What follows belongs to an exercise in optimizing a design on an open flow for small area and a short achievable clock period; a production flow would make more cautious choices. The RTL was checked by simulation tests, not by an equivalence proof against the original design. Power figures rest on the tool's default switching activity, not on a simulated workload.

===== flow/flow/run.sh =====
#!/bin/bash
set -euo pipefail
MARGIN=6.2
sed -e "s/SETUP_SLACK_MARGIN=[0-9.]*/SETUP_SLACK_MARGIN=$MARGIN/" \
    -e "s|CLKGATE_MAP_FILE= |CLKGATE_MAP_FILE= 'BUFFER_PORTS_ARGS=-buffer_cell sky130_fd_sc_hd__buf_2' |" \
    standard.sh > my_standard.sh
bash my_standard.sh > layout.log 2>&1

===== flow/config.mk =====
export PLATFORM = sky130hd
export DESIGN_NAME = mproc
export DESIGN_NICKNAME = mproc
export VERILOG_FILES = /design/flow/design.v
export SDC_FILE = /design/flow/constraint.sdc
export NUM_CORES = 4
export LEC_CHECK = 0
export ABC_AREA = 1
export CAP_MARGIN = 0
export CORE_MARGIN = 2
export CORE_UTILIZATION = 40
export CTS_BUF_LIST = sky130_fd_sc_hd__clkbuf_8
export CTS_CLUSTER_SIZE = 16
export SETUP_SLACK_MARGIN = 5
export SLEW_MARGIN = 0

===== flow/constraint.sdc =====
create_clock -name core_clock -period 10.0 [get_ports {clk}]
set_input_delay 2.0000 -clock core_clock [delete_from_list [all_inputs] [get_ports {clk}]]
set_output_delay 2.0000 -clock core_clock [all_outputs]
set_load 0.01 [all_outputs]

===== flow/design.v =====
module booth_pp (input wire [15:0] a, b, output wire [71:0] pp);
  wire [16:0] bb = {b, 1'b0};
  wire neg0 = bb[2];
  wire one0 = bb[1] ^ bb[0];
  wire two0 = (bb[2] & ~bb[1] & ~bb[0]) | (~bb[2] & bb[1] & bb[0]);
  assign pp[0] = ((one0 & a[0]) | (two0 & 1'b0)) ^ neg0;
  assign pp[1] = ((one0 & a[1]) | (two0 & a[0])) ^ neg0;
  assign pp[2] = ((one0 & a[2]) | (two0 & a[1])) ^ neg0;
  assign pp[3] = ((one0 & a[3]) | (two0 & a[2])) ^ neg0;
  assign pp[4] = ((one0 & a[4]) | (two0 & a[3])) ^ neg0;
  assign pp[5] = ((one0 & a[5]) | (two0 & a[4])) ^ neg0;
  assign pp[6] = ((one0 & a[6]) | (two0 & a[5])) ^ neg0;
  assign pp[7] = ((one0 & a[7]) | (two0 & a[6])) ^ neg0;
  assign pp[8] = ((one0 & a[8]) | (two0 & a[7])) ^ neg0;
  assign pp[9] = ((one0 & a[9]) | (two0 & a[8])) ^ neg0;
  assign pp[10] = ((one0 & a[10]) | (two0 & a[9])) ^ neg0;
  assign pp[11] = ((one0 & a[11]) | (two0 & a[10])) ^ neg0;
  assign pp[12] = ((one0 & a[12]) | (two0 & a[11])) ^ neg0;
  assign pp[13] = ((one0 & a[13]) | (two0 & a[12])) ^ neg0;
  assign pp[14] = ((one0 & a[14]) | (two0 & a[13])) ^ neg0;
  assign pp[15] = ((one0 & a[15]) | (two0 & a[14])) ^ neg0;
  wire neg1 = bb[4];
  wire one1 = bb[3] ^ bb[2];
  wire two1 = (bb[4] & ~bb[3] & ~bb[2]) | (~bb[4] & bb[3] & bb[2]);
  assign pp[16] = ((one1 & a[0]) | (two1 & 1'b0)) ^ neg1;
  assign pp[17] = ((one1 & a[1]) | (two1 & a[0])) ^ neg1;
  assign pp[18] = ((one1 & a[2]) | (two1 & a[1])) ^ neg1;
  assign pp[19] = ((one1 & a[3]) | (two1 & a[2])) ^ neg1;
  assign pp[20] = ((one1 & a[4]) | (two1 & a[3])) ^ neg1;
  assign pp[21] = ((one1 & a[5]) | (two1 & a[4])) ^ neg1;
  assign pp[22] = ((one1 & a[6]) | (two1 & a[5])) ^ neg1;
  assign pp[23] = ((one1 & a[7]) | (two1 & a[6])) ^ neg1;
  assign pp[24] = ((one1 & a[8]) | (two1 & a[7])) ^ neg1;
  assign pp[25] = ((one1 & a[9]) | (two1 & a[8])) ^ neg1;
  assign pp[26] = ((one1 & a[10]) | (two1 & a[9])) ^ neg1;
  assign pp[27] = ((one1 & a[11]) | (two1 & a[10])) ^ neg1;
  assign pp[28] = ((one1 & a[12]) | (two1 & a[11])) ^ neg1;
  assign pp[29] = ((one1 & a[13]) | (two1 & a[12])) ^ neg1;
  wire neg2 = bb[6];
  wire one2 = bb[5] ^ bb[4];
  wire two2 = (bb[6] & ~bb[5] & ~bb[4]) | (~bb[6] & bb[5] & bb[4]);
  assign pp[30] = ((one2 & a[0]) | (two2 & 1'b0)) ^ neg2;
  assign pp[31] = ((one2 & a[1]) | (two2 & a[0])) ^ neg2;
  assign pp[32] = ((one2 & a[2]) | (two2 & a[1])) ^ neg2;
  assign pp[33] = ((one2 & a[3]) | (two2 & a[2])) ^ neg2;
  assign pp[34] = ((one2 & a[4]) | (two2 & a[3])) ^ neg2;
  assign pp[35] = ((one2 & a[5]) | (two2 & a[4])) ^ neg2;
  assign pp[36] = ((one2 & a[6]) | (two2 & a[5])) ^ neg2;
  assign pp[37] = ((one2 & a[7]) | (two2 & a[6])) ^ neg2;
  assign pp[38] = ((one2 & a[8]) | (two2 & a[7])) ^ neg2;
  assign pp[39] = ((one2 & a[9]) | (two2 & a[8])) ^ neg2;
  assign pp[40] = ((one2 & a[10]) | (two2 & a[9])) ^ neg2;
  assign pp[41] = ((one2 & a[11]) | (two2 & a[10])) ^ neg2;
  wire neg3 = bb[8];
  wire one3 = bb[7] ^ bb[6];
  wire two3 = (bb[8] & ~bb[7] & ~bb[6]) | (~bb[8] & bb[7] & bb[6]);
  assign pp[42] = ((one3 & a[0]) | (two3 & 1'b0)) ^ neg3;
  assign pp[43] = ((one3 & a[1]) | (two3 & a[0])) ^ neg3;
  assign pp[44] = ((one3 & a[2]) | (two3 & a[1])) ^ neg3;
  assign pp[45] = ((one3 & a[3]) | (two3 & a[2])) ^ neg3;
  assign pp[46] = ((one3 & a[4]) | (two3 & a[3])) ^ neg3;
  assign pp[47] = ((one3 & a[5]) | (two3 & a[4])) ^ neg3;
  assign pp[48] = ((one3 & a[6]) | (two3 & a[5])) ^ neg3;
  assign pp[49] = ((one3 & a[7]) | (two3 & a[6])) ^ neg3;
  assign pp[50] = ((one3 & a[8]) | (two3 & a[7])) ^ neg3;
  assign pp[51] = ((one3 & a[9]) | (two3 & a[8])) ^ neg3;
  wire neg4 = bb[10];
  wire one4 = bb[9] ^ bb[8];
  wire two4 = (bb[10] & ~bb[9] & ~bb[8]) | (~bb[10] & bb[9] & bb[8]);
  assign pp[52] = ((one4 & a[0]) | (two4 & 1'b0)) ^ neg4;
  assign pp[53] = ((one4 & a[1]) | (two4 & a[0])) ^ neg4;
  assign pp[54] = ((one4 & a[2]) | (two4 & a[1])) ^ neg4;
  assign pp[55] = ((one4 & a[3]) | (two4 & a[2])) ^ neg4;
  assign pp[56] = ((one4 & a[4]) | (two4 & a[3])) ^ neg4;
  assign pp[57] = ((one4 & a[5]) | (two4 & a[4])) ^ neg4;
  assign pp[58] = ((one4 & a[6]) | (two4 & a[5])) ^ neg4;
  assign pp[59] = ((one4 & a[7]) | (two4 & a[6])) ^ neg4;
  wire neg5 = bb[12];
  wire one5 = bb[11] ^ bb[10];
  wire two5 = (bb[12] & ~bb[11] & ~bb[10]) | (~bb[12] & bb[11] & bb[10]);
  assign pp[60] = ((one5 & a[0]) | (two5 & 1'b0)) ^ neg5;
  assign pp[61] = ((one5 & a[1]) | (two5 & a[0])) ^ neg5;
  assign pp[62] = ((one5 & a[2]) | (two5 & a[1])) ^ neg5;
  assign pp[63] = ((one5 & a[3]) | (two5 & a[2])) ^ neg5;
  assign pp[64] = ((one5 & a[4]) | (two5 & a[3])) ^ neg5;
  assign pp[65] = ((one5 & a[5]) | (two5 & a[4])) ^ neg5;
  wire neg6 = bb[14];
  wire one6 = bb[13] ^ bb[12];
  wire two6 = (bb[14] & ~bb[13] & ~bb[12]) | (~bb[14] & bb[13] & bb[12]);
  assign pp[66] = ((one6 & a[0]) | (two6 & 1'b0)) ^ neg6;
  assign pp[67] = ((one6 & a[1]) | (two6 & a[0])) ^ neg6;
  assign pp[68] = ((one6 & a[2]) | (two6 & a[1])) ^ neg6;
  assign pp[69] = ((one6 & a[3]) | (two6 & a[2])) ^ neg6;
  wire neg7 = bb[16];
  wire one7 = bb[15] ^ bb[14];
  wire two7 = (bb[16] & ~bb[15] & ~bb[14]) | (~bb[16] & bb[15] & bb[14]);
  assign pp[70] = ((one7 & a[0]) | (two7 & 1'b0)) ^ neg7;
  assign pp[71] = ((one7 & a[1]) | (two7 & a[0])) ^ neg7;
endmodule
module mul_tree (input wire [71:0] pp, input wire [7:0] neg, output wire [15:0] p);
  wire s0 = pp[10] ^ pp[24];
  wire c0 = pp[10] & pp[24];
  wire s1 = pp[11] ^ pp[25];
  wire c1 = pp[11] & pp[25];
  wire s2 = pp[12] ^ pp[26] ^ pp[38];
  wire c2 = (pp[12] & pp[26]) | (pp[12] & pp[38]) | (pp[26] & pp[38]);
  wire s3 = pp[48] ^ pp[56];
  wire c3 = pp[48] & pp[56];
  wire s4 = pp[13] ^ pp[27] ^ pp[39];
  wire c4 = (pp[13] & pp[27]) | (pp[13] & pp[39]) | (pp[27] & pp[39]);
  wire s5 = pp[49] ^ pp[57];
  wire c5 = pp[49] & pp[57];
  wire s6 = pp[14] ^ pp[28] ^ pp[40];
  wire c6 = (pp[14] & pp[28]) | (pp[14] & pp[40]) | (pp[28] & pp[40]);
  wire s7 = pp[50] ^ pp[58] ^ pp[64];
  wire c7 = (pp[50] & pp[58]) | (pp[50] & pp[64]) | (pp[58] & pp[64]);
  wire s8 = pp[68] ^ pp[70];
  wire c8 = pp[68] & pp[70];
  wire s9 = pp[15] ^ pp[29] ^ pp[41];
  wire s10 = pp[51] ^ pp[59] ^ pp[65];
  wire s11 = pp[69] ^ pp[71];
  wire s12 = pp[6] ^ pp[20];
  wire c12 = pp[6] & pp[20];
  wire s13 = pp[7] ^ pp[21];
  wire c13 = pp[7] & pp[21];
  wire s14 = pp[8] ^ pp[22] ^ pp[34];
  wire c14 = (pp[8] & pp[22]) | (pp[8] & pp[34]) | (pp[22] & pp[34]);
  wire s15 = pp[44] ^ pp[52];
  wire c15 = pp[44] & pp[52];
  wire s16 = pp[9] ^ pp[23] ^ pp[35];
  wire c16 = (pp[9] & pp[23]) | (pp[9] & pp[35]) | (pp[23] & pp[35]);
  wire s17 = pp[45] ^ pp[53];
  wire c17 = pp[45] & pp[53];
  wire s18 = s0 ^ pp[36] ^ pp[46];
  wire c18 = (s0 & pp[36]) | (s0 & pp[46]) | (pp[36] & pp[46]);
  wire s19 = pp[54] ^ pp[60] ^ neg[5];
  wire c19 = (pp[54] & pp[60]) | (pp[54] & neg[5]) | (pp[60] & neg[5]);
  wire s20 = s1 ^ pp[37] ^ pp[47];
  wire c20 = (s1 & pp[37]) | (s1 & pp[47]) | (pp[37] & pp[47]);
  wire s21 = pp[55] ^ pp[61] ^ c0;
  wire c21 = (pp[55] & pp[61]) | (pp[55] & c0) | (pp[61] & c0);
  wire s22 = s2 ^ s3 ^ pp[62];
  wire c22 = (s2 & s3) | (s2 & pp[62]) | (s3 & pp[62]);
  wire s23 = pp[66] ^ neg[6] ^ c1;
  wire c23 = (pp[66] & neg[6]) | (pp[66] & c1) | (neg[6] & c1);
  wire s24 = s4 ^ s5 ^ pp[63];
  wire c24 = (s4 & s5) | (s4 & pp[63]) | (s5 & pp[63]);
  wire s25 = pp[67] ^ c2 ^ c3;
  wire c25 = (pp[67] & c2) | (pp[67] & c3) | (c2 & c3);
  wire s26 = s6 ^ s7 ^ s8;
  wire c26 = (s6 & s7) | (s6 & s8) | (s7 & s8);
  wire s27 = neg[7] ^ c4 ^ c5;
  wire c27 = (neg[7] & c4) | (neg[7] & c5) | (c4 & c5);
  wire s28 = s9 ^ s10 ^ s11;
  wire s29 = c6 ^ c7 ^ c8;
  wire s30 = pp[4] ^ pp[18];
  wire c30 = pp[4] & pp[18];
  wire s31 = pp[5] ^ pp[19];
  wire c31 = pp[5] & pp[19];
  wire s32 = s12 ^ pp[32] ^ pp[42];
  wire c32 = (s12 & pp[32]) | (s12 & pp[42]) | (pp[32] & pp[42]);
  wire s33 = s13 ^ pp[33] ^ pp[43];
  wire c33 = (s13 & pp[33]) | (s13 & pp[43]) | (pp[33] & pp[43]);
  wire s34 = s14 ^ s15 ^ neg[4];
  wire c34 = (s14 & s15) | (s14 & neg[4]) | (s15 & neg[4]);
  wire s35 = s16 ^ s17 ^ c14;
  wire c35 = (s16 & s17) | (s16 & c14) | (s17 & c14);
  wire s36 = s18 ^ s19 ^ c16;
  wire c36 = (s18 & s19) | (s18 & c16) | (s19 & c16);
  wire s37 = s20 ^ s21 ^ c18;
  wire c37 = (s20 & s21) | (s20 & c18) | (s21 & c18);
  wire s38 = s22 ^ s23 ^ c20;
  wire c38 = (s22 & s23) | (s22 & c20) | (s23 & c20);
  wire s39 = s24 ^ s25 ^ c22;
  wire c39 = (s24 & s25) | (s24 & c22) | (s25 & c22);
  wire s40 = s26 ^ s27 ^ c24;
  wire c40 = (s26 & s27) | (s26 & c24) | (s27 & c24);
  wire s41 = s28 ^ s29 ^ c26;
  wire s42 = pp[2] ^ pp[16];
  wire c42 = pp[2] & pp[16];
  wire s43 = pp[3] ^ pp[17];
  wire c43 = pp[3] & pp[17];
  wire s44 = s30 ^ pp[30] ^ neg[2];
  wire c44 = (s30 & pp[30]) | (s30 & neg[2]) | (pp[30] & neg[2]);
  wire s45 = s31 ^ pp[31] ^ c30;
  wire c45 = (s31 & pp[31]) | (s31 & c30) | (pp[31] & c30);
  wire s46 = s32 ^ neg[3] ^ c31;
  wire c46 = (s32 & neg[3]) | (s32 & c31) | (neg[3] & c31);
  wire s47 = s33 ^ c12 ^ c32;
  wire c47 = (s33 & c12) | (s33 & c32) | (c12 & c32);
  wire s48 = s34 ^ c13 ^ c33;
  wire c48 = (s34 & c13) | (s34 & c33) | (c13 & c33);
  wire s49 = s35 ^ c15 ^ c34;
  wire c49 = (s35 & c15) | (s35 & c34) | (c15 & c34);
  wire s50 = s36 ^ c17 ^ c35;
  wire c50 = (s36 & c17) | (s36 & c35) | (c17 & c35);
  wire s51 = s37 ^ c19 ^ c36;
  wire c51 = (s37 & c19) | (s37 & c36) | (c19 & c36);
  wire s52 = s38 ^ c21 ^ c37;
  wire c52 = (s38 & c21) | (s38 & c37) | (c21 & c37);
  wire s53 = s39 ^ c23 ^ c38;
  wire c53 = (s39 & c23) | (s39 & c38) | (c23 & c38);
  wire s54 = s40 ^ c25 ^ c39;
  wire c54 = (s40 & c25) | (s40 & c39) | (c25 & c39);
  wire s55 = s41 ^ c27 ^ c40;
  wire [15:0] x = {s55, s54, s53, s52, s51, s50, s49, s48, s47, s46, s45, s44, s43, s42, pp[1], pp[0]};
  wire [15:0] y = {c54, c53, c52, c51, c50, c49, c48, c47, c46, c45, c44, c43, c42, neg[1], 1'b0, neg[0]};
  assign p = x + y;
endmodule
module alu (input wire [2:0] op, input wire [15:0] a, b,
  output wire [15:0] s, g, o_or, p, sh, shrq, output wire cout);
  wire binv = op[0];
  wire [15:0] bx = b ^ {16{binv}};
  assign g = a & bx;
  assign p = a ^ bx;
  wire [15:0] c;    
  bk16 bk (g, p, binv, c);
  assign s = p ^ {c[14:0], binv};
  assign o_or = a | ~p;
  assign cout = c[15];
  wire [3:0] n = b[3:0];
  wire [15:0] ar;
  genvar k;
  generate for (k = 0; k < 16; k = k + 1) begin : rv
    assign ar[k] = a[15-k];
  end endgenerate
  wire [15:0] si = op[0] ? ar : a;
  assign sh = si << n;
  wire [15:0] shr;
  generate for (k = 0; k < 16; k = k + 1) begin : rv2
    assign shr[k] = sh[15-k];
  end endgenerate
  assign shrq = {shr[15:10], shr[9] & (n != 4'd6), shr[8] & (n != 4'd7), shr[7:0]};
endmodule
module bk16 (input wire [15:0] g, p, input wire ci, output wire [15:0] c);
  wire [15:0] g0 = {g[15:1], g[0] | (p[0] & ci)};
  wire [7:0] g1, p1;
  genvar k;
  generate for (k = 0; k < 8; k = k + 1) begin : l1
    assign g1[k] = g0[2*k+1] | (p[2*k+1] & g0[2*k]);
    assign p1[k] = p[2*k+1] & p[2*k];
  end endgenerate
  wire [3:0] g2, p2;
  generate for (k = 0; k < 4; k = k + 1) begin : l2
    assign g2[k] = g1[2*k+1] | (p1[2*k+1] & g1[2*k]);
    assign p2[k] = p1[2*k+1] & p1[2*k];
  end endgenerate
  wire [1:0] g3, p3;
  generate for (k = 0; k < 2; k = k + 1) begin : l3
    assign g3[k] = g2[2*k+1] | (p2[2*k+1] & g2[2*k]);
    assign p3[k] = p2[2*k+1] & p2[2*k];
  end endgenerate
  wire g4 = g3[1] | (p3[1] & g3[0]);
  assign c[0] = g0[0];
  assign c[1] = g1[0];
  assign c[3] = g2[0];
  assign c[7] = g3[0];
  assign c[15] = g4;
  assign c[11] = g2[2] | (p2[2] & c[7]);
  assign c[5] = g1[2] | (p1[2] & c[3]);
  assign c[9] = g1[4] | (p1[4] & c[7]);
  assign c[13] = g1[6] | (p1[6] & c[11]);
  assign c[2] = g0[2] | (p[2] & c[1]);
  assign c[4] = g0[4] | (p[4] & c[3]);
  assign c[6] = g0[6] | (p[6] & c[5]);
  assign c[8] = g0[8] | (p[8] & c[7]);
  assign c[10] = g0[10] | (p[10] & c[9]);
  assign c[12] = g0[12] | (p[12] & c[11]);
  assign c[14] = g0[14] | (p[14] & c[13]);
endmodule
module reg_file (input wire clk, input wire [7:1] we, input wire [15:0] wdata,
  input wire [2:0] ra, rb, output wire [15:0] qa, qb);
  reg [15:0] r [1:7];
  integer n;
  always @(posedge clk)
    for (n = 1; n < 8; n = n + 1)
      if (we[n]) r[n] <= wdata;
  wire [7:1] sa, sb;
  genvar i;
  generate for (i = 1; i < 8; i = i + 1) begin : dec
    assign sa[i] = (ra == i);
    assign sb[i] = (rb == i);
  end endgenerate
  assign qa = ({16{sa[1]}} & r[1]) | ({16{sa[2]}} & r[2]) | ({16{sa[3]}} & r[3]) | ({16{sa[4]}} & r[4]) |
              ({16{sa[5]}} & r[5]) | ({16{sa[6]}} & r[6]) | ({16{sa[7]}} & r[7]);
  assign qb = ({16{sb[1]}} & r[1]) | ({16{sb[2]}} & r[2]) | ({16{sb[3]}} & r[3]) | ({16{sb[4]}} & r[4]) |
              ({16{sb[5]}} & r[5]) | ({16{sb[6]}} & r[6]) | ({16{sb[7]}} & r[7]);
endmodule
module mproc (input wire clk, reset, input wire [15:0] d_in, output wire [6:0] addr, output wire [15:0] d_out);
  reg pa, pb, pc_;           
  reg [15:0] ir;             
  reg op0;                   
  reg carry;
  reg [6:0] pc;
  reg [15:0] opa, opb;
  reg [71:0] pp;             
  always @(posedge clk) begin
    pa  <= reset | pc_;
    pb  <= ~reset & pa;
    pc_ <= ~reset & pb;
  end
  always @(posedge clk) ir <= d_in;
  always @(posedge clk)
    if (reset) op0 <= 1'b0;
    else if (pb) op0 <= d_in[9];
  wire ld = ir[15];
  wire is_alu = (ir[15:12] == 4'b0000);
  wire wr = ld | is_alu;
  wire [2:0] rd = ir[8:6];
  wire [2:0] op = {ir[11:10], op0};
  wire [15:0] r_sum, r_and, r_or, r_xor, r_shl, r_shr, mul;
  wire cout;
  alu alu_0 (op, opa, opb, r_sum, r_and, r_or, r_xor, r_shl, r_shr, cout);
  mul_tree mul_0 (pp, {opb[15], opb[13], opb[11], opb[9], opb[7], opb[5], opb[3], opb[1]}, mul);
  always @(posedge clk) carry <= cout;
  wire exe = pc_ & ~reset;
  wire xa = exe & is_alu;
  wire s_ld  = exe & ld;
  wire s_add = xa & (op[2:1] == 2'd0);
  wire s_and = xa & (op == 3'd2);
  wire s_or  = xa & (op == 3'd3);
  wire s_xor = xa & (op == 3'd4);
  wire s_mul = xa & (op == 3'd5);
  wire s_shl = xa & (op == 3'd6);
  wire s_shr = xa & (op == 3'd7);
  wire [15:0] res = ({16{s_ld}} & d_in) | ({16{s_add}} & r_sum) | ({16{s_and}} & r_and) |
                    ({16{s_or}} & r_or) | ({16{s_xor}} & r_xor) | ({16{s_shl}} & r_shl) |
                    ({16{s_shr}} & r_shr);
  wire [15:0] wdata = res | ({16{s_mul}} & mul);
  wire wen = pc_ & wr;
  wire [7:1] we;
  genvar i;
  generate for (i = 1; i < 8; i = i + 1) begin : g_we
    assign we[i] = reset | (wen & (rd == i));
  end endgenerate
  wire [15:0] qa, qb;
  reg_file rf (clk, we, wdata, d_in[2:0], d_in[5:3], qa, qb);
  wire [71:0] pp_n;
  booth_pp ppg (qa, qb, pp_n);
  always @(posedge clk) pp <= pp_n;
  wire ldop = pb & ~reset;
  wire fwa = wen & (rd == ir[2:0]) & (rd != 3'd0);
  wire fwb = wen & (rd == ir[5:3]) & (rd != 3'd0);
  wire [15:0] opa_d = wdata | ({16{ldop}} & qa);
  wire [15:0] opb_d = wdata | ({16{ldop}} & qb);
  always @(posedge clk) begin
    if (ldop | reset | fwa) opa <= opa_d;
    if (ldop | reset | fwb) opb <= opb_d;
  end
  wire j = pc_ & ir[14] & carry;
  wire [6:0] delta = ld ? (j ? 7'h7f : 7'h01) : (j ? (~ir[6:0] + 7'h01) : 7'h00);
  always @(posedge clk)
    if (reset) pc <= 7'h00;
    else if (pa) pc <= pc + 7'h01;
    else if (pc_) pc <= pc + delta;
  assign addr = pc;
  assign d_out = opa;
endmodule

===== flow/standard.sh =====
#!/bin/bash
# synth_recipe.tcl (not shown) runs the flow's synth.tcl, then flattens the netlist and writes it again
# the make line also repeats each setting of config.mk as NAME=value (left out here)
make -C /OpenROAD-flow-scripts/flow DESIGN_CONFIG=/design/flow/config.mk WORK_HOME=/design/flow/orfs CLKGATE_MAP_FILE= SYNTH_SCRIPT=/design/flow/synth_recipe.tcl "${@:-finish}"

==> impl_metrics.env, run 1 <==
export IMPL_status="timing/DRC/antenna clean"
export IMPL_first_iter_violations=1448
export IMPL_final_util_pct=46.6
export IMPL_clock_insertion_delay_worst_skew_ns=0.61
export IMPL_crit_end="rf.r[3][13]$_DFFE_PP_"
export IMPL_fp_dieW_um=203
export IMPL_p_int_mw=2.39
export IMPL_placedInstanceArea_um2=16600
export IMPL_reg2regPathDepth=15
export IMPL_postLayoutCellArea_um2=18200
export IMPL_swShare_pct=41.5
export IMPL_min_path_type="register to register"
export IMPL_timing_fmax_ghz=0.253
export IMPL_crit_start="pp[12]$_DFF_P_"
export IMPL_power_density_nw_per_um2=225
export IMPL_synth_seq_cells=243
export IMPL_antenna_found_initial=1
export IMPL_grt_max_degree=43
export IMPL_cts_sinks=243
export IMPL_grt_use_total_pct=26.3
export IMPL_arrival_ns=4.26
export IMPL_synth_edf_count=144
export IMPL_reg2reg_from="pp[12]$_DFF_P_"
export IMPL_fin_crit_ns=3.95
export IMPL_netSwitchingPower_mw=1.70
export IMPL_hold_viol_final=0
export IMPL_startpoint_type="register"
export IMPL_synth_avg_cell_area_um2=7.68
export IMPL_cts_tree="done"
export IMPL_setup_violations=0
export IMPL_synthCells=2066
export IMPL_gp_congestion=0.972
export IMPL_cap_viol_max_count=0
export IMPL_r2r_setup_slack_ns=6.05
export IMPL_area_growth_pct=14.4
export IMPL_ir_drop_v=0.000203
export IMPL_slew_viol_final=0
export IMPL_p_seq_share_pct=29.9
export IMPL_dieArea_um2=41300
export IMPL_clkTransAtPathRegs_ns=0.06
export IMPL_async_reset_ff_share_pct=0
export IMPL_syn_nets=2196
export IMPL_ys_types=49
export IMPL_fin_ws_ns=6.05
export IMPL_cts_max_level=2
export IMPL_cts_max_path_buffers=3
export IMPL_ys_seq_area_share_pct=39.7
export IMPL_clock_skew_ns=0.0292
export IMPL_dpl_worst_slack_ns=5.22
export IMPL_die_h_um=203
export IMPL_drive_above_1_share_pct=12.9
export IMPL_p_comb_share_pct=46.4
export IMPL_firstDrtPassIters=6
export IMPL_routedWlPerCell_um=20.4
export IMPL_worstMarginPinSlew_ns=1.20
export IMPL_io_pin_count=41
export IMPL_numCtsBuffers=45
export IMPL_rsz0062_at_grt="true"
export IMPL_nFillCells=3819
export IMPL_crit_type="register to register"
export IMPL_p_leak_nw=8.56
export IMPL_ant_nets=0
export IMPL_final_cell_mix="nand2_1 (608), inv_1 (250), nand3_1 (219)"
export IMPL_initial_core_util_pct=40.8
export IMPL_slew_headroom_pct=20.0
export IMPL_diodes=0
export IMPL_required_ns=10.31
export IMPL_period_share_pct=39.5
export IMPL_p_clk_share_pct=23.7
export IMPL_coreArea_um2=38900
export IMPL_synth_warnings=3
export IMPL_layout_nets=2261
export IMPL_vias=14700
export IMPL_wirelength_um=54700
export IMPL_crit_fanout=7
export IMPL_grt_pass1_vias=14000
export IMPL_r2r_end="rf.r[3][13]$_DFFE_PP_"
export IMPL_viasPerCell=5.49
export IMPL_row_count=72
export IMPL_layout_commonest_cell="nand2_1"
export IMPL_hpwl_um=39500
export IMPL_overflow=0
export IMPL_synth_ff_type="edfxtp_1"
export IMPL_cts_root_buf="clkbuf_8"
export IMPL_grt_pass1_wl_um=82600
export IMPL_numPortBuffers=40
export IMPL_crit_path_end_kind="register"
export IMPL_synthesis_area_um2=15900
export IMPL_setup_tns_ns=0
export IMPL_drc=0
## worst min path at each step
stage,slack (ns),to,start,cells after the start
after floorplan,0.44,pb$_DFF_P_,pa$_DFF_P_,2
after detailed placement,0.46,pb$_DFF_P_,pa$_DFF_P_,2
after CTS,0.47,pb$_DFF_P_,pa$_DFF_P_,2
after global placement,0.46,pb$_DFF_P_,pa$_DFF_P_,2
final,0.47,pb$_DFF_P_,pa$_DFF_P_,2
after global routing,0.50,pb$_DFF_P_,pa$_DFF_P_,2
## metrics by stage
stage / total power [mW] / instances / hold WS (ns)
final: 4.09 / 2681 / 0.473
after global routing: 4.37 / 2681 / 0.497
after detailed placement: 2.83 / 2578 / 0.459
after global placement: 2.80 / 2578 / 0.460
after floorplan: 2.38 / 2066 / 0.438
after CTS: 3.94 / 2674 / 0.468
## state kept, by name, indices dropped and copies added (netlist names)
| name | flops |
|---|---|
| rf.r | 112 |
| pp | 72 |
| opa | 16 |
| opb | 16 |
| ir | 15 |
| pc | 7 |
| carry | 1 |
| op0 | 1 |
| pa | 1 |
| pb | 1 |
| pc_ | 1 |
## synthesized netlist by cell type (2+ instances only)
master / n / area share, %
a211oi_1: 4 / 0.19
a21o_1: 2 / 0.095
a21oi_1: 66 / 2.1
a221oi_1: 3 / 0.17
a22o_1: 4 / 0.22
a22oi_1: 10 / 0.47
a31oi_1: 5 / 0.20
buf_1: 3 / 0.071
buf_2: 18 / 0.57
buf_4: 4 / 0.19
clkbuf_1: 38 / 0.90
clkinv_1: 2 / 0.047
dfxtp_1: 99 / 12
edfxtp_1: 144 / 27
fa_1: 45 / 5.7
ha_1: 67 / 5.3
inv_1: 246 / 5.8
inv_2: 23 / 0.54
nand2_1: 622 / 15
nand2_2: 6 / 0.24
nand2b_1: 2 / 0.079
nand3_1: 235 / 7.4
nand3_2: 9 / 0.57
nand3b_1: 10 / 0.47
nand4_1: 41 / 1.6
nor2_1: 138 / 3.3
nor3_1: 18 / 0.57
o2111ai_1: 5 / 0.28
o211ai_1: 9 / 0.43
o21ai_0: 72 / 2.3
o21ai_1: 6 / 0.19
o21bai_1: 2 / 0.095
o221ai_1: 2 / 0.11
o22ai_1: 25 / 0.99
o31ai_1: 2 / 0.095
o41ai_1: 7 / 0.39
or2_2: 14 / 0.55
xnor2_1: 10 / 0.55
xor2_1: 37 / 2.0
xor2_2: 2 / 0.20
## power groups by stage
| stage | registers (mW) | logic (mW) | clock network, mW |
|---|---|---|---|
| 2_1_floorplan | 1.22 | 1.16 | 0 |
| 4_1_cts | 1.22 | 1.74 | 0.986 |
| 3_3_place_gp | 1.25 | 1.55 | 0 |
| 6_report | 1.22 | 1.90 | 0.967 |
| 3_5_place_dp | 1.25 | 1.58 | 0 |
| 5_1_grt | 1.23 | 2.11 | 1.03 |
## timing repair
action	in CTS	in global routing
gates cloned	0	1
resized for setup	36	62
pin swaps	8	8
buffers inserted	17	6
hold buffers	0	0
setup endpoints to repair	145	165
## cell type report
type | instances | area (um2) | area share (%)
multi-input cells | 1488 | 8720 | 48.0
flip-flops and latches | 243 | 6310 | 34.8
inverters | 271 | 1040 | 5.72
clock buffers | 48 | 661 | 3.64
well taps | 518 | 648 | 3.57
repair buffers | 82 | 558 | 3.07
clock inverters | 31 | 221 | 1.22
## cell families after synthesis
group,Yosys count,synth area share [%]
simple gates,1100,29.8
buf+inv,335,8.21
flops,243,39.7
compound gates,227,8.47
fa+ha+maj,112,11.0
xor+xnor,49,2.80
## critical path, cell delays in order (launching register included)
cell     delay (ns)
dfxtp_2        0.32
inv_2          0.03
fa_1           0.53
inv_1          0.05
fa_1           0.47
fa_1           0.51
inv_2          0.04
fa_1           0.49
inv_2          0.05
ha_4           0.26
a21oi_2        0.11
inv_1          0.07
a31oi_2        0.20
nand4_1        0.20
nand3_4        0.19
nand3_4        0.13
## layer usage
| metal | track usage (%) | up-vias | routed length (um) |
|---|---|---|---|
| met5 | 0 | - | 0 |
| met4 | 11.5 | 0 | 2350 |
| met3 | 4.12 | 120 | 4830 |
| met2 | 41.0 | 679 | 24200 |
| met1 | 36.3 | 6973 | 23300 |
| li1 | - | 6956 | - |
==> run 2: changes to the inputs <==
--- a/flow/config.mk
+++ b/flow/config.mk
@@ -8,3 +8,3 @@
 export ABC_AREA = 1
-export CAP_MARGIN = 0
+export CAP_MARGIN = 20
 export CORE_MARGIN = 2
@@ -12,4 +12,4 @@
 export CTS_BUF_LIST = sky130_fd_sc_hd__clkbuf_8
-export CTS_CLUSTER_SIZE = 16
+export CTS_CLUSTER_SIZE = 24
 export SETUP_SLACK_MARGIN = 5
-export SLEW_MARGIN = 0
+export SLEW_MARGIN = 20
==> run 2 against run 1 <==
Routed wire length grew 0.11%. Largest power group unchanged. Utilization grew 0.45 points. First-iteration DRC count grew 9.2%. Combinational power grew 14%. Die area is the same. Critical path depth grew 2. Flip-flop and latch count is the same. Count of clock-buffer cells in the layout shrank 2. Sequential power is essentially flat. Sequential share of layout area shrank 0.30 points.
==> impl_metrics.env, run 2 <==
export IMPL_power_density_nw_per_um2=238
export IMPL_async_reset_ff_share_pct=0
export IMPL_overflow=0
export IMPL_crit_type="register to register"
export IMPL_viasPerCell=5.51
export IMPL_final_cell_mix="nand2_1 (604), inv_1 (242), nand3_1 (212)"
export IMPL_synth_edf_count=144
export IMPL_antenna_found_initial=1
export IMPL_row_count=72
export IMPL_layout_commonest_cell="nand2_1"
export IMPL_numPortBuffers=40
export IMPL_cap_viol_max_count=0
export IMPL_fin_crit_ns=3.91
export IMPL_ant_nets=0
export IMPL_rsz0062_at_grt="true"
export IMPL_fin_ws_ns=6.09
export IMPL_ys_types=49
export IMPL_grt_pass1_wl_um=82700
export IMPL_hpwl_um=39600
export IMPL_ir_drop_v=0.000270
export IMPL_required_ns=10.33
export IMPL_fp_dieW_um=203
export IMPL_clkTransAtPathRegs_ns=0.06
export IMPL_setup_violations=0
export IMPL_clock_skew_ns=0.0204
export IMPL_cts_root_buf="clkbuf_8"
export IMPL_status="timing/DRC/antenna clean"
export IMPL_largest_reg_flops=112
export IMPL_drive_above_1_share_pct=14.1
export IMPL_synth_most_common_cell="nand2_1"
export IMPL_hold_buffers=0
export IMPL_place_inst=2579
export IMPL_initial_core_util_pct=40.8
export IMPL_synth_top_cells_by_area="edfxtp_1 (27%), nand2_1 (15%), dfxtp_1 (12%), nand3_1 (7.4%), inv_1 (5.8%)"
export IMPL_synth_avg_cell_area_um2=7.68
export IMPL_area_growth_pct=15.5
export IMPL_firstDrtPassIters=7
export IMPL_synth_seq_cells=243
export IMPL_min_path_type="register to register"
export IMPL_syn_nets=2196
export IMPL_cts_sinks=243
export IMPL_numCtsBuffers=45
export IMPL_io_pin_count=41
export IMPL_cts_max_path_buffers=3
export IMPL_synthCells=2066
export IMPL_grt_use_total_pct=26.2
export IMPL_synthesis_area_um2=15900
export IMPL_clock_insertion_delay_worst_skew_ns=0.60
export IMPL_synth_warnings=3
export IMPL_largest_register="rf.r"
export IMPL_die_h_um=203
export IMPL_setup_tns_ns=0
export IMPL_worstMarginPinSlew_ns=0.763
export IMPL_period_share_pct=39.1
export IMPL_crit_path_end_kind="register"
export IMPL_grt_max_degree=43
export IMPL_coreArea_um2=38900
export IMPL_first_iter_violations=1581
export IMPL_arrival_ns=4.24
export IMPL_slew_headroom_pct=48.6
export IMPL_p_leak_nw=8.60
export IMPL_routedWlPerCell_um=20.4
export IMPL_synth_largest_area_cell="edfxtp_1"
export IMPL_hold_viol_final=0
export IMPL_finalNonFillerCells=2685
export IMPL_dieArea_um2=41300
export IMPL_reg_largest_list="rf.r x112, pp x72"
export IMPL_startpoint_type="register"
export IMPL_grt_pass1_vias=13900
export IMPL_vias=14800
export IMPL_synth_ff_type="edfxtp_1"
export IMPL_cts_max_level=2
export IMPL_wirelength_um=54700
export IMPL_synth_top_cells_by_count="nand2_1 (622), inv_1 (246), nand3_1 (235)"
export IMPL_drc=0
export IMPL_layout_nets=2262
export IMPL_diodes=0
export IMPL_dpl_worst_slack_ns=5.21
export IMPL_cts_tree="done"
export IMPL_slew_viol_final=0
export IMPL_gp_congestion=0.972
export IMPL_ys_seq_area_share_pct=39.7
export IMPL_timing_fmax_ghz=0.256
export IMPL_crit_fanout=7
export IMPL_synth_top_area_share_pct=27.2
run 2: cell counts after synthesis:
Identical to the previous run, type by type.
run 2: worst max-delay path, cell delays in order (launching register included):
cell,delay [ns]
dfxtp_2,0.32
inv_2,0.03
fa_1,0.54
inv_1,0.05
fa_1,0.47
fa_1,0.51
inv_2,0.04
fa_1,0.49
inv_2,0.05
ha_4,0.26
a21oi_2,0.15
inv_2,0.07
a31oi_1,0.15
nand3_2,0.15
inv_2,0.09
nand2_2,0.07
nand3_4,0.11
nand2_8,0.09
run 2: layout make-up:
cell class                      instances  area (um2)
Inverter                              271        1050
Sequential cell                       243        6320
Clock buffer                           46         633
Tap cell                              518         648
Timing Repair Buffer                   83         557
Clock inverter                         36         250
Fill cell                            3879       20600
Multi-Input combinational cell       1488        8880
run 2: routing by layer:
layer / wire length, um / GRT usage [%] / vias to the layer above
met5: 0 / 0 / -
li1: - / - / 6951
met2: 24500 / 41.6 / 730
met4: 2140 / 10.2 / 0
met1: 23200 / 36.2 / 6993
met3: 4890 / 3.99 / 127
run 2: logic make-up (layout without fill, tap and decap cells):
logic type	count (synthesis)	after routing	synth area share (%)
AND/OR/NAND/NOR	1100	1100	29.8
adder cells (fa/ha/maj)	112	112	11.0
AO/OA/AOI/OAI	227	227	8.47
buffers and inverters	335	436	8.21
flip-flops	243	243	39.7
XOR/XNOR	49	49	2.80
run 2: timing repair:
action	4_1_cts	5_1_grt
gates cloned	0	1
pin swaps	17	22
setup endpoints to repair	143	162
resized for setup	56	80
buffers inserted	17	6
run 2: through the flow:
step	hold slack (ns)	area [um2]	total power [mW]	utilization, %
after global placement	0.460	16600	2.80	42.8
after CTS	0.466	17900	4.09	46.0
after floorplan	0.438	15900	2.38	-
after global routing	0.497	18300	4.62	47.1
final	0.478	18300	4.36	47.1
after detailed placement	0.459	16600	2.83	42.8
run 2: final timing paths:
kind                       start                    end  slack (ns)  depth (start not counted)
hold / removal        pa$_DFF_P_             pb$_DFF_P_        0.48                          2
setup reg to reg  pp[12]$_DFF_P_  rf.r[7][15]$_DFFE_PP_        6.09                         17
hold reg to reg       pa$_DFF_P_             pb$_DFF_P_        0.48                          2
setup / recovery  pp[12]$_DFF_P_  rf.r[7][15]$_DFFE_PP_        6.09                         17
run 2: power by group:
group / internal [mW] / switching (mW) / total (mW)
sequential: 1.16 / 0.0673 / 1.22
clock: 0.512 / 0.451 / 0.963
combinational: 0.822 / 1.35 / 2.17
total: 2.49 / 1.87 / 4.36
==> run 3: changes to the inputs <==
--- a/flow/config.mk
+++ b/flow/config.mk
@@ -10,5 +10,5 @@
 export CORE_MARGIN = 2
-export CORE_UTILIZATION = 40
+export CORE_UTILIZATION = 55
 export CTS_BUF_LIST = sky130_fd_sc_hd__clkbuf_8
-export CTS_CLUSTER_SIZE = 24
+export CTS_CLUSTER_SIZE = 16
 export SETUP_SLACK_MARGIN = 5
==> run 3 against run 2 <==
Still clean on timing, DRC and antenna. Utilization is 17 points higher. Final cell count decreased by 4.5%. Worst setup slack got worse by 0.16 ns. Sequential share of layout area increased by 0.076 points. Register-to-register slack worse by 0.16 ns. Global-route usage rose by 9.7 points. Via count grew 1.5%. Largest cell class unchanged.
==> impl_metrics.env, run 3 <==
export IMPL_clock_insertion_delay_worst_skew_ns=0.57
export IMPL_timing_fmax_ghz=0.245
export IMPL_startpoint_type="register"
export IMPL_synth_edf_count=144
export IMPL_required_ns=10.29
export IMPL_layout_commonest_cell="nand2_1"
export IMPL_crit_path_end_kind="register"
export IMPL_fin_crit_ns=4.08
export IMPL_antenna_found_initial=0
export IMPL_slew_headroom_pct=44.3
export IMPL_cts_tree="done"
export IMPL_cts_root_buf="clkbuf_8"
export IMPL_reg_largest_list="rf.r x112, pp x72"
export IMPL_ant_nets=0
export IMPL_initial_core_util_pct=55.6
export IMPL_synthesis_area_um2=15900
export IMPL_clock_skew_ns=0.0266
export IMPL_cts_max_path_buffers=3
export IMPL_slew_viol_final=0
export IMPL_crit_chain="inv_2 > fa_1 > inv_1 > fa_1 > fa_1 > inv_1 > fa_1 > inv_2 > ha_4 > a21oi_2 > inv_2 > a31oi_4 > nand3_4 > inv_2 > nand2_2 > nand3_4 > nand2_4"
export IMPL_crit_fanout=7
export IMPL_synth_top_cells_by_count="nand2_1 (622), inv_1 (246), nand3_1 (235)"
export IMPL_async_reset_ff_share_pct=0
export IMPL_period_share_pct=40.8
export IMPL_vias=15000
export IMPL_finalNonFillerCells=2564
export IMPL_critPathSlowestCell="fa_1"
export IMPL_worstMarginPinSlew_ns=0.827
export IMPL_synth_seq_cells=243
export IMPL_wirelength_um=55200
export IMPL_setup_tns_ns=0
export IMPL_p_leak_nw=8.68
export IMPL_synth_top_cells_by_area="edfxtp_1 (27%), nand2_1 (15%), dfxtp_1 (12%), nand3_1 (7.4%), inv_1 (5.8%)"
export IMPL_postLayoutCellArea_um2=18300
export IMPL_highest_layer="met4"
export IMPL_r2r_end="rf.r[4][15]$_DFFE_PP_"
export IMPL_dieArea_um2=30200
export IMPL_synth_most_common_cell="nand2_1"
export IMPL_die_h_um=174
export IMPL_placedInstanceArea_um2=16500
export IMPL_cpPeakStageDelay_ns=0.54
export IMPL_crit_type="register to register"
export IMPL_reg2reg_from="pp[12]$_DFF_P_"
export IMPL_cp_num_buf_inv=6
export IMPL_grt_use_total_pct=36.0
export IMPL_nFillCells=2545
export IMPL_cap_viol_max_count=0
export IMPL_ir_drop_v=0.000263
export IMPL_status="timing/DRC/antenna clean"
export IMPL_synth_warnings=3
export IMPL_gp_congestion=0.981
export IMPL_hold_depth=2
export IMPL_synth_ff_type="edfxtp_1"
export IMPL_cts_max_level=2
export IMPL_hold_buffers=0
export IMPL_largest_register="rf.r"
export IMPL_final_cell_mix="nand2_1 (606), inv_1 (248), nand3_1 (210)"
export IMPL_area_growth_pct=15.2
export IMPL_row_count=62
export IMPL_hold_viol_final=0
export IMPL_min_path_type="register to register"
export IMPL_largest_reg_flops=112
export IMPL_syn_nets=2196
export IMPL_whs_ns=0.470
export IMPL_coreArea_um2=28500
export IMPL_wl_met2_um=24300
export IMPL_power_density_nw_per_um2=246
export IMPL_synth_avg_cell_area_um2=7.68
export IMPL_clkTransAtPathRegs_ns=0.07
export IMPL_grt_pass1_wl_um=82800
export IMPL_final_util_pct=64.0
export IMPL_min_to="pb$_DFF_P_"
export IMPL_drive_above_1_share_pct=14.5
export IMPL_numPortBuffers=40
export IMPL_io_pin_count=41
export IMPL_overflow=0
export IMPL_layout_nets=2276
export IMPL_r2r_setup_slack_ns=5.92
export IMPL_rsz0062_at_grt="true"
export IMPL_synthCells=2066
export IMPL_firstDrtPassIters=5
export IMPL_setup_violations=0
export IMPL_routedWlPerCell_um=21.5
export IMPL_critPathTopFamily="adder cells"
export IMPL_numCtsBuffers=42
export IMPL_diodes=0
export IMPL_arrival_ns=4.37
export IMPL_viasPerCell=5.86
export IMPL_grt_pass1_vias=14300
export IMPL_met3_length_um=5240
export IMPL_cts_sinks=243
export IMPL_synth_largest_area_cell="edfxtp_1"
export IMPL_drt_met1_wl_um=23100
export IMPL_fin_ws_ns=5.92
export IMPL_reg2regPathDepth=17
export IMPL_grt_max_degree=35
export IMPL_fp_dieW_um=174
export IMPL_ys_seq_area_share_pct=39.7
export IMPL_drc=0
export IMPL_first_iter_violations=1736
export IMPL_total_power_mw=4.49
export IMPL_synth_top_area_share_pct=27.2
export IMPL_min_delay_start="pa$_DFF_P_"
export IMPL_hpwl_um=39400
export IMPL_ys_types=49
export IMPL_place_inst=2443
export IMPL_dpl_worst_slack_ns=5.19
[run 3: final cells by class]
| type | count | area, um2 | share of cell area, % |
|---|---|---|---|
| Tap cell | 384 | 480 | 2.63 |
| Inverter | 271 | 1060 | 5.79 |
| Multi-Input combinational cell | 1488 | 8880 | 48.6 |
| Sequential cell | 243 | 6310 | 34.5 |
| Clock inverter | 30 | 201 | 1.10 |
| Clock buffer | 48 | 661 | 3.62 |
| Timing Repair Buffer | 100 | 678 | 3.71 |
[run 3: cells by family after synthesis]
| group | after synthesis | synth area share [%] |
|---|---|---|
| xor gates and xnor gates | 49 | 2.80 |
| and+or+nand+nor | 1100 | 29.8 |
| AOI/OAI and AO/OA | 227 | 8.47 |
| DFF | 243 | 39.7 |
| adders and majority gates | 112 | 11.0 |
| buffers and inverters | 335 | 8.21 |
[run 3: routing by layer]
layer	up-vias	global-route usage, %
li1	6987	-
met4	0	15.1
met2	792	56.4
met5	-	0
met1	7076	49.5
met3	168	6.27
[run 3: worst reg2reg max path, delay by kind of cell, from the launching register on]
kind / cells / cell delay, ns
AOI/OAI and AO/OA: 2 / 0.30
adders and majority gates: 5 / 2.29
buffers and inverters: 6 / 0.37
DFF: 1 / 0.33
and+or+nand+nor: 4 / 0.48
[run 3: how the worst max path moves through the flow]
stage | cells past startpoint | end | start
floorplan | 19 | rf.r[1][13]$_DFFE_PP_ | op0$_SDFFE_PP0P_
global placement | 12 | pp[59]$_DFF_P_ | d_in[5]
detailed placement | 11 | pp[59]$_DFF_P_ | d_in[3]
CTS | 17 | rf.r[1][15]$_DFFE_PP_ | pp[12]$_DFF_P_
global route | 15 | rf.r[1][14]$_DFFE_PP_ | pp[12]$_DFF_P_
finish | 17 | rf.r[4][15]$_DFFE_PP_ | pp[12]$_DFF_P_
[run 3: power breakdown]
part           internal [mW]  switching [mW]  leakage [nW]
registers               1.16          0.0693          2.33
clock network          0.497           0.442         0.490
logic                  0.883            1.44          5.86
[run 3: repair_timing]
| item | in CTS | in global routing |
|---|---|---|
| resized for setup | 64 | 74 |
| pin swaps | 17 | 20 |
| setup buffers | 16 | 27 |
| endpoints found under the setup margin | 164 | 167 |
==> run 4: changes to the inputs <==
--- a/flow/flow/run.sh
+++ b/flow/flow/run.sh
@@ -2,3 +2,3 @@
 set -euo pipefail
-MARGIN=6.2
+MARGIN=6.3
 sed -e "s/SETUP_SLACK_MARGIN=[0-9.]*/SETUP_SLACK_MARGIN=$MARGIN/" \
--- a/flow/config.mk
+++ b/flow/config.mk
@@ -10,3 +10,3 @@
 export CORE_MARGIN = 2
-export CORE_UTILIZATION = 55
+export CORE_UTILIZATION = 40
 export CTS_BUF_LIST = sky130_fd_sc_hd__clkbuf_8
@@ -15 +15,2 @@
 export SLEW_MARGIN = 20
+export TNS_END_PERCENT = 30
==> run 4 against run 3 <==
Still clean on timing, DRC and antenna. Total power shrank 2.1%. Utilization decreased by 17 points. Clock power up 2.6%. Via count down 1.4%. Critical path depth is 5 lower. Final cell count rose by 5.0%. Largest cell class unchanged. Largest power group unchanged.
==> impl_metrics.env, run 4 <==
export IMPL_total_power_mw=4.40
export IMPL_hold_depth=2
export IMPL_gp_congestion=0.960
export IMPL_setup_violations=0
export IMPL_synthesis_area_um2=15900
export IMPL_synth_ff_type="edfxtp_1"
export IMPL_required_ns=10.50
export IMPL_synth_seq_cells=243
export IMPL_p_leak_nw=8.63
export IMPL_initial_core_util_pct=40.8
export IMPL_grt_pass1_vias=14100
export IMPL_period_share_pct=39.0
export IMPL_crit_start="d_in[3]"
export IMPL_slew_headroom_pct=49.4
export IMPL_routedWlPerCell_um=20.5
export IMPL_cpMostUsedCell="nand2_1"
export IMPL_synth_avg_cell_area_um2=7.68
export IMPL_drive_above_1_share_pct=13.9
export IMPL_viasPerCell=5.50
export IMPL_rsz0062_at_grt="true"
export IMPL_arrival_ns=4.40
export IMPL_status="timing/DRC/antenna clean"
export IMPL_ir_drop_v=0.000182
export IMPL_crit_chain="buf_2 > inv_2 > nand3_2 > inv_2 > nand2_1 > nand2_1 > nor2_1 > nand3b_2 > nand2_2 > nand3_1 > nand3_1 > nand2_1"
export IMPL_hold_buffers=0
export IMPL_reg2regPathDepth=17
export IMPL_cts_tree="done"
export IMPL_largest_register="rf.r"
export IMPL_numPortBuffers=40
export IMPL_ant_nets=0
export IMPL_place_inst=2579
export IMPL_synth_most_common_cell="nand2_1"
export IMPL_min_path_type="register to register"
export IMPL_power_density_nw_per_um2=240
export IMPL_layout_nets=2269
export IMPL_critPathSlowestCell="nand3b_2"
export IMPL_synth_top_cells_by_area="edfxtp_1 (27%), nand2_1 (15%), dfxtp_1 (12%), nand3_1 (7.4%), inv_1 (5.8%)"
export IMPL_timing_fmax_ghz=0.256
export IMPL_grt_use_total_pct=26.8
export IMPL_synth_warnings=3
export IMPL_reg_largest_list="rf.r x112, pp x72"
export IMPL_vias=14800
export IMPL_cpPeakStageDelay_ns=0.40
export IMPL_first_iter_violations=1394
export IMPL_die_h_um=203
export IMPL_io_pin_count=41
export IMPL_clkTransAtPathRegs_ns=0.06
export IMPL_grt_pass1_wl_um=84000
export IMPL_antenna_found_initial=1
export IMPL_cp_num_buf_inv=3
export IMPL_finalNonFillerCells=2692
export IMPL_firstDrtPassIters=6
export IMPL_final_cell_mix="nand2_1 (604), inv_1 (248), nand3_1 (215)"
export IMPL_critPathTopFamily="simple AND/OR/NAND/NOR gates"
export IMPL_grt_max_degree=36
export IMPL_nFillCells=3858
export IMPL_diodes=0
export IMPL_synth_top_cells_by_count="nand2_1 (622), inv_1 (246), nand3_1 (235)"
export IMPL_slew_viol_final=0
export IMPL_cts_max_level=2
export IMPL_synth_edf_count=144
export IMPL_cts_root_buf="clkbuf_8"
export IMPL_ys_types=49
export IMPL_synthCells=2066
export IMPL_cp_depth=12
export IMPL_reg2reg_from="pp[12]$_DFF_P_"
export IMPL_fin_crit_ns=3.90
export IMPL_cts_sinks=243
export IMPL_clock_insertion_delay_worst_skew_ns=0.63
export IMPL_min_to="pb$_DFF_P_"
export IMPL_cts_max_path_buffers=3
export IMPL_r2r_end="opa[15]$_DFFE_PP_"
export IMPL_ys_seq_area_share_pct=39.7
export IMPL_row_count=72
export IMPL_dieArea_um2=41300
export IMPL_worstMarginPinSlew_ns=0.756
export IMPL_largest_reg_flops=112
export IMPL_hold_viol_final=0
export IMPL_crit_type="input pin to register"
export IMPL_hpwl_um=39800
export IMPL_crit_path_end_kind="register"
export IMPL_layout_commonest_cell="nand2_1"
export IMPL_synth_top_area_share_pct=27.2
export IMPL_crit_fanout=15
export IMPL_syn_nets=2196
export IMPL_overflow=0
export IMPL_drc=0
export IMPL_r2r_setup_slack_ns=6.11
export IMPL_synth_largest_area_cell="edfxtp_1"
export IMPL_wirelength_um=55200
export IMPL_whs_ns=0.474
export IMPL_numCtsBuffers=45
export IMPL_cap_viol_max_count=0
export IMPL_area_growth_pct=15.5
export IMPL_fp_dieW_um=203
export IMPL_startpoint_type="input pin"
export IMPL_min_delay_start="pa$_DFF_P_"
export IMPL_clock_skew_ns=0.0440
export IMPL_async_reset_ff_share_pct=0
export IMPL_coreArea_um2=38900
export IMPL_setup_tns_ns=0
run 4: cell type report:
class,count,area [um2],share of cell area [%]
multi-input cells,1488,8850,48.3
flip-flops and latches,243,6310,34.5
inverters,271,1040,5.67
clock buffers,49,674,3.68
well taps,518,648,3.54
repair buffers,90,599,3.27
clock inverters,33,200,1.09
run 4: timing repair:
| item | in CTS | in global routing |
|---|---|---|
| setup buffers | 10 | 21 |
| pin swaps | 21 | 22 |
| setup endpoints to repair | 168 | 194 |
| endpoints found under the hold margin | 0 | 0 |
| gates resized for setup | 63 | 64 |
| gates cloned | 0 | 0 |
run 4: stage by stage:
stage,setup slack (ns),util (%),instance area [um2]
floorplan,6.32,-,15900
global placement,5.22,42.8,16700
detailed placement,5.21,42.8,16700
CTS,6.05,46.0,17900
global route,5.99,47.1,18300
finish,6.10,47.1,18300
run 4: worst max-delay path by stage:
| stage | to | slack [ns] |
|---|---|---|
| after global placement | pp[24]$_DFF_P_ | 5.22 |
| after detailed placement | pp[24]$_DFF_P_ | 5.21 |
| final | pp[24]$_DFF_P_ | 6.10 |
| after CTS | pp[57]$_DFF_P_ | 6.05 |
| after global routing | pp[24]$_DFF_P_ | 5.99 |
| after floorplan | rf.r[1][13]$_DFFE_PP_ | 6.32 |
run 4: cells by family after synthesis:
family | count (synthesis) | share of synthesized area (%)
and+or+nand+nor | 1100 | 29.8
buffers and inverters | 335 | 8.21
DFF | 243 | 39.7
AOI/OAI and AO/OA | 227 | 8.47
adders and majority gates | 112 | 11.0
xor gates and xnor gates | 49 | 2.80
run 4: tightest hold or removal path: cells and delay by family (launching register included):
family / cells / cell delay, ns
flip-flops: 1 / 0.32
AND/OR/NAND/NOR: 1 / 0.04
buffers and inverters: 1 / 0.07
run 4: power by group:
part	leakage, nW	internal, mW	switching [mW]
sequential	2.33	1.16	0.0707
combinational	5.79	0.841	1.36
clock	0.505	0.506	0.457
total	8.63	2.50	1.89
run 4: per-layer routing:
metal  share of wire [%]  track usage (%)
met2                  45             42.4
met1                  43             36.5
met5               0.024                0
met4                 3.7             11.4
met3                 8.4             4.30
==> run 5: changes to the inputs <==
--- a/flow/flow/run.sh
+++ b/flow/flow/run.sh
@@ -2,3 +2,3 @@
 set -euo pipefail
-MARGIN=6.3
+MARGIN=6.5
 sed -e "s/SETUP_SLACK_MARGIN=[0-9.]*/SETUP_SLACK_MARGIN=$MARGIN/" \
--- a/flow/config.mk
+++ b/flow/config.mk
@@ -15,2 +15 @@
 export SLEW_MARGIN = 20
-export TNS_END_PERCENT = 30
==> run 5 against run 4 <==
Utilization up 2.6 points. Clock skew rose by 0.012 ns. First-iteration DRC count fell by 0.50%. Still clean on timing, DRC and antenna. Worst hold slack improved by 0.0017 ns. Area after synthesis unchanged. Total power grew 5.3%. Die area unchanged. Critical path depth is 5 higher. Combinational power up 8%. Non-clock buffer count is 44 higher. Count of clock-buffer cells in the layout unchanged. Flip-flop and latch count is the same.
==> impl_metrics.env, run 5 <==
export IMPL_ys_types=49
export IMPL_worstMarginPinSlew_ns=0.840
export IMPL_synth_top_cells_by_count="nand2_1 (622), inv_1 (246), nand3_1 (235)"
export IMPL_crit_chain="inv_2 > fa_1 > inv_1 > fa_1 > fa_1 > inv_1 > fa_1 > inv_2 > ha_4 > a21oi_2 > inv_2 > a31oi_2 > nand3_2 > inv_2 > nand2_2 > nand3_4 > nand2_8"
export IMPL_synthCells=2066
export IMPL_initial_core_util_pct=40.8
export IMPL_crit_type="register to register"
export IMPL_p_leak_nw=9.03
export IMPL_antenna_found_initial=1
export IMPL_dpl_worst_slack_ns=5.06
export IMPL_gp_congestion=0.957
export IMPL_arrival_ns=4.26
export IMPL_min_path_type="register to register"
export IMPL_required_ns=10.34
export IMPL_synth_top_cells_by_area="edfxtp_1 (27%), nand2_1 (15%), dfxtp_1 (12%), nand3_1 (7.4%), inv_1 (5.8%)"
export IMPL_die_h_um=203
export IMPL_timing_fmax_ghz=0.256
export IMPL_r2r_end="rf.r[7][15]$_DFFE_PP_"
export IMPL_finalNonFillerCells=2740
export IMPL_firstDrtPassIters=6
export IMPL_viasPerCell=5.57
export IMPL_row_count=72
export IMPL_clkTransAtPathRegs_ns=0.07
export IMPL_hold_depth=2
export IMPL_synth_edf_count=144
export IMPL_synth_top_area_share_pct=27.2
export IMPL_rsz0062_at_grt="true"
export IMPL_reg2regPathDepth=17
export IMPL_layout_commonest_cell="nand2_1"
export IMPL_ir_drop_v=0.000190
export IMPL_diodes=0
export IMPL_reg_largest_list="rf.r x112, pp x72"
export IMPL_setup_tns_ns=0
export IMPL_synth_seq_cells=243
export IMPL_numCtsBuffers=45
export IMPL_min_to="pb$_DFF_P_"
export IMPL_whs_ns=0.475
export IMPL_final_cell_mix="nand2_1 (595), inv_1 (247), nand3_1 (206)"
export IMPL_routedWlPerCell_um=21.4
export IMPL_cts_root_buf="clkbuf_8"
export IMPL_drc=0
export IMPL_startpoint_type="register"
export IMPL_nFillCells=3729
export IMPL_synthesis_area_um2=15900
export IMPL_hold_viol_final=0
export IMPL_area_growth_pct=21.8
export IMPL_total_power_mw=4.63
export IMPL_dieArea_um2=41300
export IMPL_critPathSlowestCell="fa_1"
export IMPL_first_iter_violations=1387
export IMPL_cp_num_buf_inv=6
export IMPL_setup_violations=0
export IMPL_fin_ws_ns=6.09
export IMPL_crit_fanout=7
export IMPL_ys_seq_area_share_pct=39.7
export IMPL_cts_sinks=243
export IMPL_min_delay_start="pa$_DFF_P_"
export IMPL_grt_pass1_vias=14600
export IMPL_syn_nets=2196
export IMPL_coreArea_um2=38900
export IMPL_crit_path_end_kind="register"
export IMPL_cts_max_path_buffers=3
export IMPL_slew_viol_final=0
export IMPL_cts_tree="done"
export IMPL_largest_reg_flops=112
export IMPL_grt_pass1_wl_um=86500
export IMPL_grt_use_total_pct=27.8
export IMPL_async_reset_ff_share_pct=0
export IMPL_cpPeakStageDelay_ns=0.50
export IMPL_clock_insertion_delay_worst_skew_ns=0.63
export IMPL_hold_buffers=0
export IMPL_place_inst=2573
export IMPL_wirelength_um=58600
export IMPL_synth_ff_type="edfxtp_1"
export IMPL_grt_max_degree=35
export IMPL_cap_viol_max_count=0
export IMPL_layout_nets=2316
export IMPL_io_pin_count=41
export IMPL_cts_max_level=2
export IMPL_status="timing/DRC/antenna clean"
export IMPL_overflow=0
export IMPL_synth_most_common_cell="nand2_1"
export IMPL_ant_nets=0
export IMPL_fin_crit_ns=3.91
export IMPL_synth_warnings=3
export IMPL_largest_register="rf.r"
export IMPL_synth_largest_area_cell="edfxtp_1"
export IMPL_slew_headroom_pct=43.4
export IMPL_r2r_setup_slack_ns=6.09
export IMPL_power_density_nw_per_um2=239
export IMPL_fp_dieW_um=203
export IMPL_drive_above_1_share_pct=18.2
export IMPL_critPathTopFamily="adder cells"
export IMPL_numPortBuffers=40
export IMPL_synth_avg_cell_area_um2=7.68
export IMPL_reg2reg_from="pp[26]$_DFF_P_"
export IMPL_vias=15300
export IMPL_hpwl_um=40700
export IMPL_period_share_pct=39.1
export IMPL_clock_skew_ns=0.0565
[run 5: report_power, final]
part	leakage (nW)	switching, mW	internal, mW
sequential	2.33	0.0643	1.16
clock	0.535	0.463	0.561
combinational	6.16	1.44	0.945
total	9.03	1.97	2.66
[run 5: layer usage]
layer	GRT usage, %	up-vias	share of wire, %
met5	0	-	0
met4	12.3	0	4.1
met3	4.99	159	9.5
met2	44.0	730	44
met1	37.4	7301	42
li1	-	7077	-
[run 5: area by class of cell]
class	count	area, um2	share of cell area [%]
clock inverter	34	270	1.40
inverter	271	1090	5.62
clock buffer	49	674	3.49
tap	518	648	3.35
multi-input combinational	1491	9310	48.1
sequential	243	6310	32.7
timing repair buffer	134	1030	5.35
[run 5: what timing repair did]
action	CTS	global route
pin swaps	28	30
setup endpoints to repair	216	197
buffers inserted	42	37
cloned	2	3
resized for setup	116	95
[run 5: worst max path at each step]
stage / from / endpoint / slack [ns] / depth (start not counted)
floorplan: pp[12]$_DFF_P_ / rf.r[1][13]$_DFFE_PP_ / 6.47 / 15
detailed placement: d_in[5] / pp[54]$_DFF_P_ / 5.06 / 12
global placement: d_in[3] / pp[53]$_DFF_P_ / 5.12 / 11
global route: pp[26]$_DFF_P_ / rf.r[5][15]$_DFFE_PP_ / 5.90 / 17
finish: pp[26]$_DFF_P_ / rf.r[7][15]$_DFFE_PP_ / 6.09 / 17
CTS: pp[26]$_DFF_P_ / rf.r[5][15]$_DFFE_PP_ / 6.10 / 17
[run 5: cells by family (layout without fill, tap and decap cells)]
kind of cell / after synthesis / after routing / share of synthesized area (%)
AND/OR/NAND/NOR: 1100 / 1102 / 29.8
buffers and inverters: 335 / 488 / 8.21
flip-flops: 243 / 243 / 39.7
AO/OA/AOI/OAI: 227 / 228 / 8.47
adder cells (fa/ha/maj): 112 / 112 / 11.0
XOR/XNOR: 49 / 49 / 2.80
[run 5: stage by stage]
stage          util (%)  instance area, um2
3_5_place_dp       42.9               16700
5_1_grt            49.7               19300
2_1_floorplan         -               16000
4_1_cts            47.8               18600
6_report           49.7               19300
3_3_place_gp       42.9               16700
[run 5: worst register-to-register path: stages (launching register included)]
cell and delay, ns:
dfxtp_2 0.32, inv_2 0.03, fa_1 0.50, inv_1 0.05, fa_1 0.48, fa_1 0.50, inv_1 0.05, fa_1 0.49
inv_2 0.05, ha_4 0.26, a21oi_2 0.14, inv_2 0.07, a31oi_2 0.14, nand3_2 0.16, inv_2 0.08, nand2_2 0.08
nand3_4 0.14, nand2_8 0.09
==> run 6: changes to the inputs <==
--- a/flow/flow/run.sh
+++ b/flow/flow/run.sh
@@ -2,3 +2,3 @@
 set -euo pipefail
-MARGIN=6.5
+MARGIN=6.2
 sed -e "s/SETUP_SLACK_MARGIN=[0-9.]*/SETUP_SLACK_MARGIN=$MARGIN/" \
==> run 6 against run 5 <==
Flip-flop and latch count is the same. Sequential power is essentially flat. Total power shrank 5.9%. Register-to-register slack is essentially flat. First-iteration DRC count grew 14%. Clock power shrank 6%. Critical path depth is the same. Synthesized cell count is the same. Largest cell class unchanged. Largest power group unchanged. Highest routed layer unchanged.
==> impl_metrics.env, run 6 <==
export IMPL_status="timing/DRC/antenna clean"
export IMPL_antenna_found_initial=1
export IMPL_row_count=72
export IMPL_startpoint_type="register"
export IMPL_clock_insertion_delay_worst_skew_ns=0.60
export IMPL_grt_pass1_vias=13900
export IMPL_arrival_ns=4.24
export IMPL_whs_ns=0.478
export IMPL_vias=14800
export IMPL_first_iter_violations=1581
export IMPL_fin_crit_ns=3.91
export IMPL_area_growth_pct=15.5
export IMPL_crit_type="register to register"
export IMPL_setup_tns_ns=0
export IMPL_total_power_mw=4.36
export IMPL_async_reset_ff_share_pct=0
export IMPL_p_seq_share_pct=28.1
export IMPL_clock_skew_ns=0.0204
export IMPL_firstDrtPassIters=7
export IMPL_ir_drop_v=0.000270
export IMPL_min_path_type="register to register"
export IMPL_grt_pass1_wl_um=82700
export IMPL_synthCells=2066
export IMPL_synth_top_cells_by_area="edfxtp_1 (27%), nand2_1 (15%), dfxtp_1 (12%), nand3_1 (7.4%), inv_1 (5.8%)"
export IMPL_swShare_pct=42.8
export IMPL_synthesis_area_um2=15900
export IMPL_synth_edf_count=144
export IMPL_place_inst=2579
export IMPL_overflow=0
export IMPL_routedWlPerCell_um=20.4
export IMPL_coreArea_um2=38900
export IMPL_numCtsBuffers=45
export IMPL_slew_headroom_pct=48.6
export IMPL_worstMarginPinSlew_ns=0.763
export IMPL_layout_nets=2262
export IMPL_crit_path_end_kind="register"
export IMPL_drive_above_1_share_pct=14.1
export IMPL_viasPerCell=5.51
export IMPL_cap_viol_max_count=0
export IMPL_cts_max_level=2
export IMPL_numPortBuffers=40
export IMPL_io_pin_count=41
export IMPL_slew_viol_final=0
export IMPL_synth_ff_type="edfxtp_1"
export IMPL_final_cell_mix="nand2_1 (604), inv_1 (242), nand3_1 (212)"
export IMPL_ant_nets=0
export IMPL_drc=0
export IMPL_cts_root_buf="clkbuf_8"
export IMPL_synth_avg_cell_area_um2=7.68
export IMPL_largest_reg_flops=112
export IMPL_synth_seq_cells=243
export IMPL_syn_nets=2196
export IMPL_grt_use_total_pct=26.2
export IMPL_netSwitchingPower_mw=1.87
export IMPL_timing_fmax_ghz=0.256
export IMPL_dieArea_um2=41300
export IMPL_finalNonFillerCells=2685
export IMPL_period_share_pct=39.1
export IMPL_die_h_um=203
export IMPL_synth_top_cells_by_count="nand2_1 (622), inv_1 (246), nand3_1 (235)"
export IMPL_synth_top_area_share_pct=27.2
export IMPL_ys_types=49
export IMPL_initial_core_util_pct=40.8
export IMPL_synth_largest_area_cell="edfxtp_1"
export IMPL_cts_sinks=243
export IMPL_rsz0062_at_grt="true"
export IMPL_cts_tree="done"
export IMPL_layout_commonest_cell="nand2_1"
export IMPL_diodes=0
export IMPL_synth_most_common_cell="nand2_1"
export IMPL_p_int_mw=2.49
run 6: critical path, stage by stage (launching register included):
cell	delay [ns]
dfxtp_2	0.32
inv_2	0.03
fa_1	0.54
inv_1	0.05
fa_1	0.47
fa_1	0.51
inv_2	0.04
fa_1	0.49
inv_2	0.05
ha_4	0.26
a21oi_2	0.15
inv_2	0.07
a31oi_1	0.15
nand3_2	0.15
inv_2	0.09
nand2_2	0.07
nand3_4	0.11
nand2_8	0.09
run 6: cell type report:
type,count,area [um2]
Multi-Input combinational cell,1488,8880
Inverter,271,1050
Sequential cell,243,6320
Tap cell,518,648
Timing Repair Buffer,83,557
Clock inverter,36,250
Clock buffer,46,633
Fill cell,3879,20600
run 6: worst paths after layout:
kind / start / end / slack, ns / cells past startpoint
max: pp[12]$_DFF_P_ / rf.r[7][15]$_DFFE_PP_ / 6.09 / 17
min: pa$_DFF_P_ / pb$_DFF_P_ / 0.48 / 2
max reg2reg: pp[12]$_DFF_P_ / rf.r[7][15]$_DFFE_PP_ / 6.09 / 17
min reg2reg: pa$_DFF_P_ / pb$_DFF_P_ / 0.48 / 2
run 6: logic make-up (layout without fill, tap and decap cells):
| kind of cell | after synthesis | in the layout | synth area share [%] |
|---|---|---|---|
| AOI/OAI and AO/OA | 227 | 227 | 8.47 |
| xor gates and xnor gates | 49 | 49 | 2.80 |
| adders and majority gates | 112 | 112 | 11.0 |
| buffers and inverters | 335 | 436 | 8.21 |
| DFF | 243 | 243 | 39.7 |
| and+or+nand+nor | 1100 | 1100 | 29.8 |
run 6: routing by layer:
metal	track usage, %	up-vias	routed length [um]	share of wire [%]
li1	-	6951	-	-
met5	0	-	0	0
met1	36.2	6993	23200	42
met3	3.99	127	4890	8.9
met4	10.2	0	2140	3.9
met2	41.6	730	24500	45
run 6: metrics by stage:
stage | setup slack (ns) | instance area (um2)
finish | 6.09 | 18300
global route | 5.94 | 18300
global placement | 5.25 | 16600
floorplan | 6.21 | 15900
CTS | 6.07 | 17900
detailed placement | 5.21 | 16600
run 6: power groups by stage:
stage	Sequential, mW	Combinational, mW	Clock, mW
floorplan	1.22	1.16	0
global placement	1.25	1.55	0
detailed placement	1.25	1.58	0
CTS	1.22	1.89	0.981
global route	1.23	2.37	1.02
finish	1.22	2.17	0.963
run 6: timing repair:
| item | 4_1_cts | 5_1_grt |
|---|---|---|
| pin swaps | 17 | 22 |
| buffers inserted | 17 | 6 |
| cloned | 0 | 1 |
| gates resized for setup | 56 | 80 |
| setup endpoints to repair | 143 | 162 |
| hold endpoints to repair | 0 | 0 |
